Background: an optimization exercise with open tools, aiming at small area, a short achievable clock period and few clock cycles. Do not read the settings as production practice.
The RTL was checked by simulation tests, not by an equivalence proof against the original design.
Power is estimated from default activity; no workload was simulated.

Design LASER, start of the top module:
module LASER (
    input CLK,
    input RST,
    input [3:0] X,
    input [3:0] Y,
    output reg [3:0] C1X,
    output reg [3:0] C1Y,
    output reg [3:0] C2X,
    output reg [3:0] C2Y,
    output reg DONE
);
    reg        loading;
    reg [5:0]  lcnt;
    reg        pre;          
    reg        fc;           
    reg        ev;           
    reg        dr;           
    reg        dr2;          
    reg [1:0]  sweep;
    reg [3:0]  g;
    reg        s1v;
    reg [3:0]  s1g;
    reg        s1z, s1l;     
    reg [5:0]  cnt [0:15];
    reg [5:0]  best;
    reg [3:0] px [0:39];
    reg [3:0] py [0:39];
    reg [3:0] rh [0:39];
    reg [3:0] rl [0:39];
    reg       fm [0:39];
    wire [3:0] fx = (sweep == 2'd2) ? C1X : C2X;
    wire [3:0] fy = (sweep == 2'd2) ? C1Y : C2Y;
    reg  [3:0] nr;
    wire [3:0] nrow = dr2 ? fy : nr;
    wire [39:0] fnew;
    reg  [15:0] fxoh;        
    always @(posedge CLK) fxoh <= 16'd1 << fx;
    wire [15:0] hit [0:39];
    wire [3:0]  nh [0:39];
    wire [3:0]  nl [0:39];
    genvar i, j;
    generate
        for (i = 0; i < 40; i = i + 1) begin : pt
            lpt u (.hi(rh[i]), .lo(rl[i]), .fxoh(fxoh), .hit(hit[i]), .fnew(fnew[i]));
  ...
Size in the first run: roughly 8400 cells after synthesis, ~850 flip-flops, roughly 27 I/O pins, about 74000 µm² of cells after synthesis.
export LEC_CHECK = 0
export CAP_MARGIN = 20
export CORE_MARGIN = 2
export CORE_UTILIZATION = 30
export GPL_ROUTABILITY_DRIVEN = 1
export GPL_TIMING_DRIVEN = 0
export SLEW_MARGIN = 20
create_clock -name core_clock -period 22.0 [get_ports {CLK}]
standard.sh (not shown) runs the stock make flow with config.mk's settings and CLKGATE_MAP_FILE= SYNTH_SCRIPT=/design/flow/synth_recipe.tcl, a recipe that flattens the netlist after the stock synthesis.
==> flow/flow/run.sh <==
#!/bin/bash
# Layout flow: the standard flow (standard.sh, unchanged synthesis and
# steps) with two changes to how the layout is made:
#  - the port buffers are buf_4 cells instead of the smallest buffer, so the
#    fixed input and output delays leave more of the period to the design;
#  - timing repair aims at a setup slack margin, so that the resizer also
#    works on paths that meet the 22 ns clock easily; the clock period and
#    the constraints are the design's.
# make's full output goes to standard.log; each ORFS step keeps its own log
# under orfs/logs.
set -euo pipefail
bash standard.sh \
  "BUFFER_PORTS_ARGS=-buffer_cell sky130_fd_sc_hd__buf_4" \
  SETUP_SLACK_MARGIN=16.3 \
  finish > standard.log 2>&1
Testbench counts at the start, summed over its fixed seeds: cycles 12,408.
Next try:
--- a/flow/design.v
+++ b/flow/design.v
@@ -23,23 +23,24 @@
     reg        s1z, s1l;     
     reg [5:0]  cnt [0:15];
     reg [5:0]  best;
     reg [3:0] px [0:39];
     reg [3:0] py [0:39];
     reg [3:0] rh [0:39];
     reg [3:0] rl [0:39];
     reg       fm [0:39];
     wire [3:0] fx = (sweep == 2'd2) ? C1X : C2X;
     wire [3:0] fy = (sweep == 2'd2) ? C1Y : C2Y;
     reg  [3:0] nr;
-    wire [3:0] nrow = dr2 ? fy : nr;
+    reg        rs1, rs2, rsn;    
+    wire [3:0] nrow = ({4{rs1}} & C1Y) | ({4{rs2}} & C2Y) | ({4{rsn}} & nr);
     wire [39:0] fnew;
     reg  [15:0] fxoh;        
     always @(posedge CLK) fxoh <= 16'd1 << fx;
     wire [15:0] hit [0:39];
     wire [3:0]  nh [0:39];
     wire [3:0]  nl [0:39];
     genvar i, j;
     generate
         for (i = 0; i < 40; i = i + 1) begin : pt
             lpt u (.hi(rh[i]), .lo(rl[i]), .fxoh(fxoh), .hit(hit[i]), .fnew(fnew[i]));
             lpre w (.px(px[(i + 1) % 40]), .py(py[(i + 1) % 40]), .cy(nrow), .hi(nh[i]), .lo(nl[i]));
@@ -131,42 +132,46 @@
                       ({6{l2s[2]}} & l2c[17:12]) | ({6{l2s[3]}} & l2c[23:18]);
     wire wupd = s1v && |(l2s & l2g);
     reg  [5:0] c255;
     reg        s2v;
     always @(posedge CLK) if (s1v && s1g == 4'd15) c255 <= cnt[15];
     wire supd = s2v && gt6(c255, best);
     always @(posedge CLK) begin
         if (RST) begin
             loading <= 1'b1;
             lcnt <= 6'd0;
             pre <= 1'b0; fc <= 1'b0; ev <= 1'b0; dr <= 1'b0; dr2 <= 1'b0; s1v <= 1'b0; s2v <= 1'b0;
+            rs1 <= 1'b0; rs2 <= 1'b0; rsn <= 1'b1;
             DONE <= 1'b0;
         end else if (DONE) begin
             loading <= 1'b1;
             lcnt <= 6'd0;
             DONE <= 1'b0;
         end else begin
             if (loading) begin
                 lcnt <= lcnt + 6'd1;
                 if (lcnt == 6'd39) begin
                     loading <= 1'b0;
                     pre <= 1'b1;
                     sweep <= 2'd1;
                 end
             end
             if (pre) begin
                 pre <= 1'b0;
                 ev <= 1'b1;
                 g <= 4'd0;
             end
             nr <= (pre | fc | ev) ? nr + 4'd1 : 4'd0;
+            rs1 <= dr && (sweep == 2'd1);
+            rs2 <= dr && (sweep == 2'd2);
+            rsn <= !(dr && (sweep != 2'd3));
             if (fc) begin
                 fc <= 1'b0;
                 ev <= 1'b1;
                 g <= 4'd0;
             end
             if (ev) begin
                 g <= g + 4'd1;
                 if (g == 4'd15) begin
                     ev <= 1'b0;
                     dr <= 1'b1;
                 end
Area after synthesis rises by 0.32%.
Power hardly moves.
Hold slack is better by 0.029 ns.
Worst setup slack is worse by 0.097 ns.
Core utilization rises by 0.26 points.
Non-clock buffer count rises by 31.
Fmax falls by 1.7%.
Clock-buffer cell count rises by 13.
Via count falls by 0.56%.
Design area rises by 0.92%.
Sequential share of layout area falls by 0.11 points.
Testbench counts after the change, summed over its fixed seeds: cycles 12,408.

purple:
Another version of the RTL of LASER (not shown whole).
For scale: about 850 flip-flops, about 72000 um^2 of cells after synthesis.
==> flow/design.v (excerpt) <==
module LASER (
    input CLK,
    input RST,
    input [3:0] X,
    input [3:0] Y,
    output reg [3:0] C1X,
    output reg [3:0] C1Y,
    output reg [3:0] C2X,
    output reg [3:0] C2Y,
    output reg DONE
);
Settings: LEC_CHECK=0, CAP_MARGIN=20, CORE_MARGIN=2, CORE_UTILIZATION=45, GPL_ROUTABILITY_DRIVEN=1, GPL_TIMING_DRIVEN=0, SLEW_MARGIN=20; clock period 22.0 ns.
Scripts as last shown in full above: flow/flow/run.sh
Testbench counts of purple, summed over its fixed seeds: cycles 12,152.
Inputs modified between purple and green:
-- flow/design.v --
<<< purple, line 29
    reg [3:0] rl [0:39];
    reg       fm [0:39];
    wire [3:0] fx = (dr ? (sweep == 2'd1) : (sweep == 2'd2)) ? C1X : C2X;
    wire [3:0] fy = (sweep == 2'd2) ? C1Y : C2Y;
    reg  [3:0] nr;
>>> green, line 29
    reg [3:0] rl [0:39];
    reg       fm [0:39];
    wire [3:0] fx = (sweep == 2'd2) ? C1X : C2X;
    wire [3:0] fy = (sweep == 2'd2) ? C1Y : C2Y;
    reg  [3:0] nr;
<<< purple, line 89
    endfunction
    wire [15:0] cv;
    genvar q;
    generate
        for (q = 0; q < 16; q = q + 1) begin : cvb
            assign cv[q] = !((q == 0) && s1z) && !((q == 15) && s1l);
        end
    endgenerate
>>> green, line 89
    endfunction
    wire [15:0] cv;
    wire [15:0] cgb;         
    genvar q;
    generate
        for (q = 0; q < 16; q = q + 1) begin : cvb
            assign cv[q] = !((q == 0) && s1z) && !((q == 15) && s1l);
            assign cgb[q] = gt6(cnt[q], best);
        end
    endgenerate
<<< purple, line 112
    wire [3:0]  l2v;
    wire [7:0]  l2p;
    generate
        for (q = 0; q < 4; q = q + 1) begin : l1
>>> green, line 114
    wire [3:0]  l2v;
    wire [7:0]  l2p;
    wire [3:0]  l2g;
    generate
        for (q = 0; q < 4; q = q + 1) begin : l1
<<< purple, line 119
                                    ({6{l1s[q][2]}} & cnt[4*q+2]) | ({6{l1s[q][3]}} & cnt[4*q+3]);
            assign l2p[2*q+1:2*q] = {l1s[q][3] | l1s[q][2], l1s[q][3] | l1s[q][1]};
        end
    endgenerate
>>> green, line 122
                                    ({6{l1s[q][2]}} & cnt[4*q+2]) | ({6{l1s[q][3]}} & cnt[4*q+3]);
            assign l2p[2*q+1:2*q] = {l1s[q][3] | l1s[q][2], l1s[q][3] | l1s[q][1]};
            assign l2g[q] = |(l1s[q] & cgb[4*q+3:4*q]);
        end
    endgenerate
<<< purple, line 127
    wire [5:0] wcnt = ({6{l2s[0]}} & l2c[5:0]) | ({6{l2s[1]}} & l2c[11:6]) |
                      ({6{l2s[2]}} & l2c[17:12]) | ({6{l2s[3]}} & l2c[23:18]);
    wire wupd = s1v && (|l2v) && gt6(wcnt, best);
    reg  [5:0] c255;
    reg        s2v;
>>> green, line 131
    wire [5:0] wcnt = ({6{l2s[0]}} & l2c[5:0]) | ({6{l2s[1]}} & l2c[11:6]) |
                      ({6{l2s[2]}} & l2c[17:12]) | ({6{l2s[3]}} & l2c[23:18]);
    wire wupd = s1v && |(l2s & l2g);
    reg  [5:0] c255;
    reg        s2v;
<<< purple, line 158
            end
            nr <= (pre | fc | ev) ? nr + 4'd1 : 4'd0;
            rs1 <= ((ev && g == 4'd15) || (dr && wupd)) && (sweep == 2'd1);
            rs2 <= ((ev && g == 4'd15) || (dr && wupd)) && (sweep == 2'd2);
            rsn <= !(((ev && g == 4'd15) || (dr && wupd)) && (sweep != 2'd3));
            if (fc) begin
                fc <= 1'b0;
>>> green, line 162
            end
            nr <= (pre | fc | ev) ? nr + 4'd1 : 4'd0;
            rs1 <= dr && (sweep == 2'd1);
            rs2 <= dr && (sweep == 2'd2);
            rsn <= !(dr && (sweep != 2'd3));
            if (fc) begin
                fc <= 1'b0;
<<< purple, line 183
                else begin
                    sweep <= sweep + 2'd1;
                    if (wupd) dr2 <= 1'b1;
                    else fc <= 1'b1;
                end
            end
>>> green, line 187
                else begin
                    sweep <= sweep + 2'd1;
                    dr2 <= 1'b1;
                end
            end
## What came out
- purple vs green, launch point of the critical path: cnt[10][4]$_DFF_P_ vs rh[18][1]$_SDFF_PP1_
- Compared with purple, met2 wire length in green increased by a few percent.
- Of purple and green, the run reporting the lower cell count was purple.
- The number of global-route vias before repair reported for green is greater than that of purple by 1405.
- Between purple and green, final instance area increased.
- Well-tap cell count is lower on purple
- Going from purple to green, the global routing usage summed across all routing layers was found to have gone up by 0.83 points.
- Compared with purple, green shows total setup buffers inserted after CTS lower by 53.
- Comparing purple and green, the lower multi-input combinational area share is on purple.
- Lower non-clock buffer count goes to green over purple.
Testbench counts of green, summed over its fixed seeds: cycles 12,408.

Another version of the RTL of LASER (not shown whole).
Size in the first run: ~72000 µm² of cells after synthesis.
Settings: LEC_CHECK=0, CAP_MARGIN=20, CORE_MARGIN=2, CORE_UTILIZATION=30, GPL_ROUTABILITY_DRIVEN=1, GPL_TIMING_DRIVEN=0, SLEW_MARGIN=20; clock period 22.0 ns.
run.sh (not shown) runs the stock make flow with config.mk's settings and CLKGATE_MAP_FILE= SYNTH_SCRIPT=/design/flow/synth_recipe.tcl, a recipe that flattens the netlist after the stock synthesis.
Stock flow here: none of the scripts above is used.
Testbench counts at the start, summed over its fixed seeds: cycles 12,536.
Next try:
--- a/flow/design.v
+++ b/flow/design.v
@@ -11,52 +11,54 @@
 );
     reg        loading;
     reg [5:0]  lcnt;
     reg        pre;          
     reg        fc;           
     reg        ev;           
     reg        dr;           
     reg        dr2;          
     reg [1:0]  sweep;
     reg [3:0]  g;
     reg        s1v;
     reg [3:0]  s1g;
+    reg        s1z, s1l;     
     reg [5:0]  cnt [0:15];
     reg [5:0]  best;
     reg [3:0] px [0:39];
     reg [3:0] py [0:39];
     reg [3:0] rh [0:39];
     reg [3:0] rl [0:39];
     reg       fm [0:39];
-    wire [3:0] fx = (sweep == 2'd1) ? 4'd0 : (sweep == 2'd2) ? C1X : C2X;
+    wire [3:0] fx = (sweep == 2'd2) ? C1X : C2X;
     wire [3:0] fy = (sweep == 2'd2) ? C1Y : C2Y;
-    wire [3:0] nrow = ev ? ((g == 4'd15) ? 4'd15 : g + 4'd1) :
-                      dr2 ? fy : 4'd0;
+    reg  [3:0] nr;
+    wire [3:0] nrow = dr2 ? fy : nr;
     wire [39:0] fnew;
-    wire [15:0] fxoh = 16'd1 << fx;
+    reg  [15:0] fxoh;        
+    always @(posedge CLK) fxoh <= 16'd1 << fx;
     wire [15:0] hit [0:39];
     wire [3:0]  nh [0:39];
     wire [3:0]  nl [0:39];
     genvar i, j;
     generate
         for (i = 0; i < 40; i = i + 1) begin : pt
             lpt u (.hi(rh[i]), .lo(rl[i]), .fxoh(fxoh), .hit(hit[i]), .fnew(fnew[i]));
             lpre w (.px(px[(i + 1) % 40]), .py(py[(i + 1) % 40]), .cy(nrow), .hi(nh[i]), .lo(nl[i]));
         end
     endgenerate
     wire [39:0] fmn;
-    wire        fen = fc | ev;       
+    wire        fen = pre | fc | ev;       
     generate
         for (i = 0; i < 40; i = i + 1) begin : fmb
-            assign fmn[i] = fc ? fnew[(i + 1) % 40] : fm[(i + 1) % 40];
+            assign fmn[i] = fc ? fnew[(i + 1) % 40] : pre ? (nl[i] == 4'd0) : fm[(i + 1) % 40];
         end
     endgenerate
     integer k;
     always @(posedge CLK) begin
         for (k = 0; k < 39; k = k + 1) begin
             px[k] <= px[k+1];
             py[k] <= py[k+1];
         end
         px[39] <= loading ? X : px[0];
         py[39] <= loading ? Y : py[0];
         for (k = 0; k < 40; k = k + 1) fm[k] <= fmn[k];
         for (k = 0; k < 40; k = k + 1) begin
@@ -80,25 +82,25 @@
         begin
             e = ~(a ^ b);
             g = a & ~b;
             gt6 = g[5] | (e[5] & g[4]) | (e[5] & e[4] & g[3]) | (e[5] & e[4] & e[3] & g[2]) |
                   (e[5] & e[4] & e[3] & e[2] & g[1]) | (e[5] & e[4] & e[3] & e[2] & e[1] & g[0]);
         end
     endfunction
     wire [15:0] cv;
     wire [15:0] cgb;         
     genvar q;
     generate
         for (q = 0; q < 16; q = q + 1) begin : cvb
-            assign cv[q] = !((q == 0) && (sweep == 2'd2) && (s1g == 4'd0)) && !((q == 15) && (s1g == 4'd15));
+            assign cv[q] = !((q == 0) && s1z) && !((q == 15) && s1l);
             assign cgb[q] = gt6(cnt[q], best);
         end
     endgenerate
     function [3:0] first4(input [23:0] c, input [3:0] v);
         reg [5:0] c0, c1, c2, c3;
         reg g10, g20, g30, g21, g31, g32;
         begin
             c0 = c[5:0]; c1 = c[11:6]; c2 = c[17:12]; c3 = c[23:18];
             g10 = gt6(c1, c0); g20 = gt6(c2, c0); g30 = gt6(c3, c0);
             g21 = gt6(c2, c1); g31 = gt6(c3, c1); g32 = gt6(c3, c2);
             first4[0] = v[0] & (~v[1] | ~g10) & (~v[2] | ~g20) & (~v[3] | ~g30);
             first4[1] = v[1] & (~v[0] | g10) & (~v[2] | ~g21) & (~v[3] | ~g31);
@@ -144,57 +146,61 @@
             DONE <= 1'b0;
         end else begin
             if (loading) begin
                 lcnt <= lcnt + 6'd1;
                 if (lcnt == 6'd39) begin
                     loading <= 1'b0;
                     pre <= 1'b1;
                     sweep <= 2'd1;
                 end
             end
             if (pre) begin
                 pre <= 1'b0;
-                fc <= 1'b1;
+                ev <= 1'b1;
+                g <= 4'd0;
             end
+            nr <= (pre | fc | ev) ? nr + 4'd1 : 4'd0;
             if (fc) begin
                 fc <= 1'b0;
                 ev <= 1'b1;
                 g <= 4'd0;
             end
             if (ev) begin
                 g <= g + 4'd1;
                 if (g == 4'd15) begin
                     ev <= 1'b0;
                     dr <= 1'b1;
                 end
             end
             s1v <= ev;
             s2v <= dr && (sweep != 2'd3);
             s1g <= g;
+            s1z <= (sweep == 2'd2) && (g == 4'd0);
+            s1l <= (g == 4'd15);
             if (dr) begin
                 dr <= 1'b0;
                 if (sweep == 2'd3) DONE <= 1'b1;
                 else begin
                     sweep <= sweep + 2'd1;
                     dr2 <= 1'b1;
                 end
             end
             if (dr2) begin
                 dr2 <= 1'b0;
                 fc <= 1'b1;
             end
         end
     end
     always @(posedge CLK) begin
-        if (fc && sweep == 2'd1) begin
+        if (pre) begin
             best <= 6'd0;
             C1X <= 4'd0; C1Y <= 4'd0; C2X <= 4'd0; C2Y <= 4'd0;
         end else begin
             if (wupd) begin
                 best <= wcnt;
                 if (sweep == 2'd2) begin C2X <= wpos; C2Y <= s1g; end
                 else begin C1X <= wpos; C1Y <= s1g; end
             end
             if (supd) begin
                 best <= c255;
                 if (sweep == 2'd2) begin C2X <= 4'd15; C2Y <= 4'd15; end
                 else begin C1X <= 4'd15; C1Y <= 4'd15; end
Sequential share of layout area barely changes.
Wire length climbs by a few percent.
Non-clock buffer count climbs by 1.
Fmax drops by a few percent.
Final cell count climbs slightly.
Cell area climbs by a few percent.
Die area climbs by a few percent.
Utilization drops by 0.19 points.
Total power climbs by about a fifth.
Setup slack gets worse by 440 ps.
Testbench counts after the change, summed over its fixed seeds: cycles 12,408.

[port drivers added, routing unchanged]
The flow's constraints put no driver on any port. The routed layouts listed below were extracted and timed again, unchanged, in two steps.
Step 1, drivers: a clkbuf_16 drives CLK and a buf_2 each remaining input, both assumed.
Step 2, shift: input delay + t, output delay - t, t = (earliest + latest rising clock arrival at the registers) / 2. This alone moves slack from input paths to output paths.
Three values: ideal ports, drivers, drivers and shift; two values: the first two.
run	t (ns)	setup WS [ns]	worst setup path at the end	latest minus earliest clock arrival (ns)	slew at the worst register clock pin (ns)
the first run of note 1	0.901	16.293 / 16.189 / 15.976	input to register	0.075 / 0.075	0.08 / 0.08
the second run of note 1	0.865	16.196 / 16.196 / 16.136	input to register	0.038 / 0.039	0.08 / 0.08
purple	0.825	16.150 / 16.150 / 16.131	input to register	0.049 / 0.049	0.08 / 0.08
green	0.818	16.317 / 16.271 / 16.179	input to register	0.055 / 0.055	0.08 / 0.08
the first run of note 3	0.875	15.043 / 15.043 / 15.043	register to register	0.052 / 0.052	0.07 / 0.07
the second run of note 3	0.881	14.599 / 14.599 / 14.599	register to register	0.052 / 0.052	0.08 / 0.08
After both steps setup and hold are still met in every run listed. The setup slack of the first run of note 1, which loses most, moves by -0.104 ns with the drivers and by -0.317 ns with both steps.
